This design comes from an exercise in tuning for small area, a short achievable clock period and few clock cycles on the open sky130 flow, not from production work. Function was checked by simulation only, so behaviour that the tests miss may differ from the original. Power figures rest on the tool's default switching activity, not on a simulated workload.

==> flow/design.v (excerpt) <==
module mips_core (
	input wire clk,   
	input wire rst,   
	output wire [31:0] inst_addr,   
	input wire [31:0] inst_data,   
	output wire mem_wen,   
	output wire [31:0] mem_addr,   
	output wire [31:0] mem_dout,   
	input wire [31:0] mem_din   
	);
localparam
	PC_NEXT    = 0,
	PC_JUMP    = 1,
	PC_JR      = 2,
	PC_BEQ     = 4,
	PC_BNE     = 5;
localparam
	EXE_A_RS     = 0,
	EXE_A_LINK   = 2,
	EXE_A_BRANCH = 3;
localparam
	EXE_B_RT     = 0,
	EXE_B_IMM    = 1,
	EXE_B_LINK   = 2,
	EXE_B_BRANCH = 3;
localparam
	EXE_ALU_ADD    = 0,
	EXE_ALU_SUB    = 1,
	EXE_ALU_SLT    = 2,
	EXE_ALU_AND    = 4,
	EXE_ALU_OR     = 5;
localparam
	WB_ADDR_RD    = 0,
	WB_ADDR_RT    = 1,
	WB_ADDR_LINK  = 2;
localparam
	WB_DATA_ALU   = 0,
	WB_DATA_MEM   = 1;
localparam
	PC_RESET  = 32'h0000_0000;
localparam   
	INST_R          = 6'b000000,   
	R_FUNC_JR       = 6'b001000,
	R_FUNC_ADD      = 6'b100000,
	R_FUNC_SUB      = 6'b100010,
	R_FUNC_AND      = 6'b100100,
	R_FUNC_OR       = 6'b100101,
	R_FUNC_SLT      = 6'b101010,
	INST_J          = 6'b000010,
	INST_JAL        = 6'b000011,
	INST_BEQ        = 6'b000100,
	INST_BNE        = 6'b000101,
	INST_ADDI       = 6'b001000,
	INST_ANDI       = 6'b001100,
	INST_ORI        = 6'b001101,
	INST_LW         = 6'b100011,
	INST_SW         = 6'b101011;
localparam
	GPR_ZERO = 0,
	GPR_AT = 1,
	GPR_V0 = 2,
	GPR_V1 = 3,
	GPR_A0 = 4,
	GPR_A1 = 5,
	GPR_A2 = 6,
	GPR_A3 = 7,
	GPR_T0 = 8,
	GPR_T1 = 9,
	GPR_T2 = 10,
	GPR_T3 = 11,
	GPR_T4 = 12,
	GPR_T5 = 13,
	GPR_T6 = 14,
	GPR_T7 = 15,
	GPR_S0 = 16,
	GPR_S1 = 17,
	GPR_S2 = 18,
	GPR_S3 = 19,
	GPR_S4 = 20,
	GPR_S5 = 21,
	GPR_S6 = 22,
	GPR_S7 = 23,
	GPR_T8 = 24,
	GPR_T9 = 25,
	GPR_K0 = 26,
	GPR_K1 = 27,
	GPR_GP = 28,
	GPR_SP = 29,
	GPR_FP = 30,
	GPR_RA = 31;
	reg [31:0] pc;
	wire [31:0] inst = inst_data;
	wire [5:0] op = inst[31:26];
	wire [5:0] fn = inst[5:0];
  ...
make LEC_CHECK=0 CAP_MARGIN=20 CORE_MARGIN=2 CORE_UTILIZATION=40 CTS_BUF_LIST=sky130_fd_sc_hd__clkbuf_8 SETUP_SLACK_MARGIN=3.5 SLEW_MARGIN=20 TNS_END_PERCENT=5 finish   # period 6.0 ns
run.sh (not shown) runs the stock make flow with config.mk's settings and CLKGATE_MAP_FILE= SYNTH_SCRIPT=/design/flow/synth_recipe.tcl, a recipe that flattens the netlist after the stock synthesis.
Testbench counts at the start, summed over its fixed seeds: cycles 24,702.
Rerun with:
--- a/flow/config.mk
+++ b/flow/config.mk
@@ -7,2 +7,3 @@
 export LEC_CHECK = 0
+export ABC_CLOCK_PERIOD_IN_PS = 2500
 export CAP_MARGIN = 20
@@ -10,3 +11,2 @@
 export CORE_UTILIZATION = 40
-export CTS_BUF_LIST = sky130_fd_sc_hd__clkbuf_8
 export SETUP_SLACK_MARGIN = 3.5
The changed run completed with no timing, DRC or antenna violations.
Routed wire length climbs by 2.1%.
Combinational power rose by about 2%.
Setup slack degrades by 0.079 ns.
Cell area rises by 3.1%.
Non-clock buffer count increases by 104.
Total power increases by 4.8%.
Flip-flop and latch count does not change.
Sequential power hardly moves.
Clock power increases by 14%.
Rerun with:
--- a/flow/config.mk
+++ b/flow/config.mk
@@ -7,3 +7,2 @@
 export LEC_CHECK = 0
-export ABC_CLOCK_PERIOD_IN_PS = 2500
 export CAP_MARGIN = 20
@@ -11,3 +10,4 @@
 export CORE_UTILIZATION = 40
-export SETUP_SLACK_MARGIN = 3.5
+export CTS_BUF_LIST = sky130_fd_sc_hd__clkbuf_8
+export SETUP_SLACK_MARGIN = 3.25
 export SLEW_MARGIN = 20
Effect: Cell count fell by 0.62%. Die area is unchanged. First-iteration DRC count rose by about 9%. Flip-flop and latch count does not change. Clock skew rose by 0.019 ns. Utilization fell by 3.0 points.

## afterwards: timing with drivers on the ports
The flow's constraints put no driver on any port. The routed layouts listed below were extracted and timed again, unchanged, in two steps.
Step 1: set_driving_cell puts a clkbuf_16 on clk and a buf_2 on each other input, an assumption about the parent block.
Step 2 moves the port delays by t, midway between the first and last clock arrival at a register: inputs arrive t later, outputs are due t later. That takes back most of the time a late clock gives input paths.
a / b / c = ideal ports / drivers / drivers and shift; a / b = the first two.
run | t, ns | slack for setup (ns) | worst hold slack (ns) | worst register clock-pin slew, ns | worst data-port slew with drivers (ns)
the first run | 1.086 | 2.788 / 2.784 / 1.698 | 0.358 / 0.358 / 0.358 | 0.08 / 0.08 | 0.17
the second run | 0.891 | 2.709 / 2.662 / 1.771 | 0.350 / 0.350 / 0.350 | 0.07 / 0.07 | 0.21
the third run | 1.046 | 2.641 / 2.565 / 1.623 | 0.350 / 0.350 / 0.350 | 0.07 / 0.07 | 0.14
After both steps every run listed still meets setup and hold. The setup slack of the first run, which loses most, moves by -0.004 ns with the drivers and by -1.090 ns with both steps.
